This is an optimization exercise on Yosys and OpenROAD, whose aim is small area, a short achievable clock period and few clock cycles per item, not a production implementation.
Function was checked by simulation only, so behaviour that the tests miss may differ from the original.
Power is estimated from default activity; no workload was simulated.

[run.sh]
#!/bin/bash
# synth_recipe.tcl (not shown) runs the flow's synth.tcl, then flattens the netlist and writes it again
# the make line also repeats each setting of config.mk as NAME=value (left out here)
make -C /OpenROAD-flow-scripts/flow DESIGN_CONFIG=/design/flow/config.mk WORK_HOME=/design/flow/orfs CLKGATE_MAP_FILE= SYNTH_SCRIPT=/design/flow/synth_recipe.tcl finish
[config.mk]
export PLATFORM = sky130hd
export DESIGN_NAME = rram_ternary_cim
export DESIGN_NICKNAME = rram_ternary_cim
export VERILOG_FILES = /design/flow/design.v
export SDC_FILE = /design/flow/constraint.sdc
export NUM_CORES = 4
export LEC_CHECK = 0
export CAP_MARGIN = 20
export CORE_MARGIN = 2
export CORE_UTILIZATION = 40
export SLEW_MARGIN = 20
[constraint.sdc]
create_clock -name core_clock -period 10.0 [get_ports {clk}]
set_input_delay 2.0000 -clock core_clock [delete_from_list [all_inputs] [get_ports {clk}]]
set_output_delay 2.0000 -clock core_clock [all_outputs]
set_load 0.01 [all_outputs]
[design.v]
`timescale 1ns / 1ps
module rram_ternary_cim #(
    parameter ROWS = 16,
    parameter COLS = 16,
    parameter TRIT_WIDTH = 2     
)(
    input  wire                        clk,
    input  wire                        rst_n,
    input  wire [$clog2(ROWS)-1:0]     wr_row,
    input  wire [$clog2(COLS)-1:0]     wr_col,
    input  wire [TRIT_WIDTH-1:0]       wr_data,    
    input  wire                        wr_en,
    input  wire [ROWS*TRIT_WIDTH-1:0]  input_vector,   
    input  wire                        mac_start,
    output reg  [COLS*8-1:0]           mac_result,     
    output reg                         mac_done,
    input  wire [$clog2(ROWS)-1:0]     rd_row,
    input  wire [$clog2(COLS)-1:0]     rd_col,
    output wire [TRIT_WIDTH-1:0]       rd_data
);
    reg [TRIT_WIDTH-1:0] xbar_cell [0:ROWS-1][0:COLS-1];
    always @(posedge clk or negedge rst_n) begin
        if (!rst_n) begin
            integer r, c;
            for (r = 0; r < ROWS; r = r + 1)
                for (c = 0; c < COLS; c = c + 1)
                    xbar_cell[r][c] <= 2'b00;  
        end else if (wr_en) begin
            xbar_cell[wr_row][wr_col] <= wr_data;
        end
    end
    assign rd_data = xbar_cell[rd_row][rd_col];
    function signed [1:0] trit_decode;
        input [1:0] encoded;
        begin
            case (encoded)
                2'b10:   trit_decode = -1;
                2'b00:   trit_decode = 0;
                2'b01:   trit_decode = 1;
                default: trit_decode = 0;  
            endcase
        end
    endfunction
    integer ri, ci;
    reg signed [7:0] col_sum [0:COLS-1];
    reg mac_computing;
    always @(posedge clk or negedge rst_n) begin
        if (!rst_n) begin
            mac_done <= 1'b0;
            mac_computing <= 1'b0;
            mac_result <= {COLS*8{1'b0}};
        end else if (mac_start && !mac_computing) begin
            mac_computing <= 1'b1;
            mac_done <= 1'b0;
            for (ci = 0; ci < COLS; ci = ci + 1) begin
                col_sum[ci] = 0;
                for (ri = 0; ri < ROWS; ri = ri + 1) begin
                    col_sum[ci] = col_sum[ci] +
                        trit_decode(input_vector[ri*TRIT_WIDTH +: TRIT_WIDTH]) *
                        trit_decode(xbar_cell[ri][ci]);
                end
                mac_result[ci*8 +: 8] <= col_sum[ci];
            end
        end else if (mac_computing) begin
            mac_done <= 1'b1;
            mac_computing <= 1'b0;
        end else begin
            mac_done <= 1'b0;
        end
    end
endmodule
==> impl_metrics.py <==
metrics = {
    "placed_design": {
        "gp_congestion": 1.09,
        "preCtsSetupSlack_ns": 0.560,
        "detailed_place_hpwl_um": 298000,
        "place.port_buffers": 184,
    },
    "global_routing": {
        "antenna_found_initial": 44,
        "grt_overflow": 0,
        "grt_start_max_net_pins": 150,
        "groute.usage.overall_pct": 31.4,
        "global_route_wire_length_before_repair_um": 525000,
        "number_of_global_route_vias_before_repair": 73192,
    },
    "detailed_routing": {
        "drt-pass1-iter-count": 6,
        "antenna_violating_nets_post_route": 0,
        "drt_iter0_drc": 6141,
        "drt_wl_total_um": 361000,
        "average_wire_per_cell_in_the_routed_design_um": 29.1,
        "drcViolationCount": 0,
        "dr_total_vias": 66861,
        "avgViaCountPerCell": 5.38,
    },
    "synthesis": {
        "ys_seq_elements": 642,
        "share_of_flip_flops_with_an_asynchronous_set_or_reset_after_synthesis_pct": 100,
        "synth.cells.most_frequent": "2384 x inv_1, 1840 x fa_1, 719 x nand2_1",
        "syn_area_per_cell_um2": 10.0,
        "syn-instance-count": 9187,
        "ys_types": 70,
        "synth_seq_area_share_pct": 17.4,
        "synth_enable_flop_cells": 0,
        "synth_largest_area_cell": "fa_1",
        "synth.area.top_cells": "fa_1 40%, dfrtp_1 17%, inv_1 9.7%",
        "synth_most_common_cell": "inv_1",
        "synthDominantCellAreaShare_pct": 39.9,
        "mappedNetlistArea_um2": 92300,
        "synth_top_flop_cell": "dfrtp_1",
        "ys_warn_count": 3,
    },
    "floorplan": {
        "die_ht_um": 484,
        "ioPinCount": 185,
        "fp.dieW_um": 484,
        "design.core.area_um2": 230000,
        "row_count": 176,
        "start_util_pct": 40.2,
        "fp.dieArea_um2": 235000,
    },
    "critical_path": {
        "critical_path.max_fanout": 32,
        "cp_num_buf_inv": 3,
        "ws_path_type": "in -> out",
        "crit_family": "simple AND/OR/NAND/NOR gates",
        "crit_path_end_kind": "output port",
        "cp.required_ns": 8.00,
        "setup.worst_path.start_class": "input port",
        "timing.critical_path.slowest_stage_cell": "a222oi_1",
        "path_cells": "buf_2 > and4b_1 > buf_4 > a222oi_1 > nor2_1 > a221oi_1 > nand4_1 > nor4b_1 > and4_1 > o21ai_1 > clkdlybuf4s50_1",
        "worst_path_largest_cell_delay_ns": 0.73,
        "timing.critical_path.arrival_ns": 7.03,
    },
    "timing": {
        "tightestPinTransition_ns": 1.28,
        "fin_crit_sh_pct": 90.3,
        "final.setup_skew_ns": 0.0490,
        "setup_ws_ns": 0.973,
        "hold_viol": 0,
        "finalSetupTns_ns": 0,
        "setup_violations": 0,
        "timing.fmax_mhz": 111,
        "setup_repair_after_global_routing_missed_its_margin": "no",
        "max-slew-margin-rel_pct": 13.9,
        "hold-worst-slack_ns": 0.386,
        "post-route-min-period_ns": 9.03,
        "final_max_slew_viols": 0,
    },
    "cts": {
        "post-cts-setup-buffer-count": 0,
        "cts_inserted_buffers": 83,
        "postCtsResizedCells": 0,
        "tritoncts": "built",
        "clkLatencyLatePin_ns": 0.78,
        "post_cts_hold_buffer_count": 0,
        "tritoncts_num_sinks": 642,
        "htreeDepth": 3,
        "cts-root-to-sink-buffers": 3,
        "clock_transition_at_the_registers_of_the_reported_paths_ns": 0.06,
        "clock_tree.root_cell": "clkbuf_16",
    },
    "finish": {
        "fillCellCount": 22152,
        "layout.nets": 11820,
        "ratio_of_cells_with_drive_above_1_in_the_final_layout_pct": 10.1,
        "finalCoreUtilization_pct": 44.3,
        "area_delta_synth_final_pct": 10.2,
    },
    "power_and_ir_drop": {
        "power_per_cell_area_nw_per_um2": 232,
        "power.ir.vdd_worst_v": 0.000292,
        "p_total_mw": 23.6,
        "leakage_nw": 50.1,
    },
    "worst_hold_path": {
        "timing.hold.worst.class": "reg -> reg",
    },
    "job": {
        "cap_violations": 0,
    },
    "run_status": {
        "status": "no timing/DRC/antenna violations",
    },
}
## worst paths after layout
check / from / to / slack (ns) / depth (start not counted)
max: rd_row[0] / rd_data[0] / 0.97 / 11
min: mac_computing / mac_done / 0.39 / 0
max reg2reg: xbar_cell[33][0] / mac_result[15] / 2.82 / 24
min reg2reg: mac_computing / mac_done / 0.39 / 0
max in group asynchronous: rst_n / mac_result[5] / 6.54 / 3
min in group asynchronous: rst_n / mac_result[109] / 1.24 / 1
## layer usage
metal	routed length, um	track usage (%)	share of wire (%)
met2	165000	48.9	46
met3	27100	5.66	7.5
met5	132	0	0.037
met4	19500	14.4	5.4
met1	150000	42.5	41
## logic make-up (layout without fill, tap and decap cells)
| group | count (synthesis) | count (layout) | share of synthesized area [%] |
|---|---|---|---|
| buffers and inverters | 2767 | 2923 | 11.4 |
| adders and majority gates | 2459 | 2459 | 48.3 |
| and+or+nand+nor | 1959 | 1959 | 10.3 |
| AOI/OAI and AO/OA | 674 | 674 | 4.78 |
| DFF | 642 | 642 | 17.4 |
| muxes | 486 | 486 | 5.93 |
| xor gates and xnor gates | 198 | 198 | 1.88 |
| other | 2 | 52 | 0.00814 |
## cell type report
| cell class | count | area (um2) | share of cell area [%] |
|---|---|---|---|
| clock inverters | 38 | 573 | 0.563 |
| clock buffers | 113 | 2400 | 2.36 |
| well taps | 3026 | 3790 | 3.72 |
| diodes | 20 | 50.0 | 0.0492 |
| repair buffers | 387 | 3720 | 3.65 |
| flip-flops and latches | 642 | 16100 | 15.8 |
| multi-input cells | 5808 | 66200 | 65.1 |
| inverters | 2385 | 8950 | 8.80 |
## stage by stage
step / instances / area [um2]
after floorplan: 9217 / 92400
after global placement: 12245 / 98700
after detailed placement: 12246 / 98700
after CTS: 12397 / 102000
after global routing: 12411 / 102000
final: 12419 / 102000
## report_power, final
group	switching, mW	total (mW)	internal (mW)	leakage (nW)
sequential	0.314	3.34	3.02	8.53
combinational	8.93	16.9	7.94	40.1
clock	1.38	3.38	2.00	1.45
## layout by cell type, fill, tap and decap left out, drive strengths merged, types with 9 or more instances in the layout
cell           synthesis  layout
inv                 2384    2391
fa                  1840    1840
nand2                719     719
dfrtp                642     642
ha                   619     619
mux2                 483     483
nand2b               348     348
nor2                 332     332
o21ai                225     225
buf                   62     213
nand3                184     184
clkdlybuf4s50          0     173
xnor2                145     145
nor2b                120     120
a22oi                119     119
clkbuf               320     114
a21o                  68      68
o22ai                 66      66
a21oi                 61      61
and2                  55      55
xor2                  53      53
or2                   46      46
nand4                 43      43
conb                   2      32
nor4                  28      28
nor3                  25      25
diode                  0      20
a222oi                19      19
o21bai                16      16
a22o                  16      16
a221oi                15      15
clkinv                 1      15
nor4bb                12      12
bufinv                 0      12
a32oi                 11      11
a31oi                 11      11
or4                    9       9
nor4b                  9       9
## sequential cells by signal, summed over array words and instances, names as in the netlist
name,cells
mac_computing,1
mac_result,128
mac_done,1
xbar_cell,512
Testbench counts, summed over its fixed seeds: cycles 3,104, macs 1,536.

## re-timing with driven ports
The results above use ideal ports. As a check the final layout listed here was re-extracted and re-timed, cells and wires unchanged.
Step 1: set_driving_cell puts a clkbuf_16 on clk and a buf_2 on each other input, an assumption about the parent block.
Step 2 times the ports against the registers' clock, not the clock port: input delays grow and output delays shrink by t, the midpoint of the rising clock arrivals with the driver on.
a / b / c = ideal ports / drivers / drivers and shift; a / b = the first two.
t (ns): 0.838
setup WS [ns]: 0.973 / 0.809 / 0.478
worst setup path at the end: input to register
clock arrival spread, ns: 0.063 / 0.063
After both steps setup and hold are still met in this run. For this run, drivers alone change the setup slack by -0.164 ns; drivers and shift together by -0.495 ns.
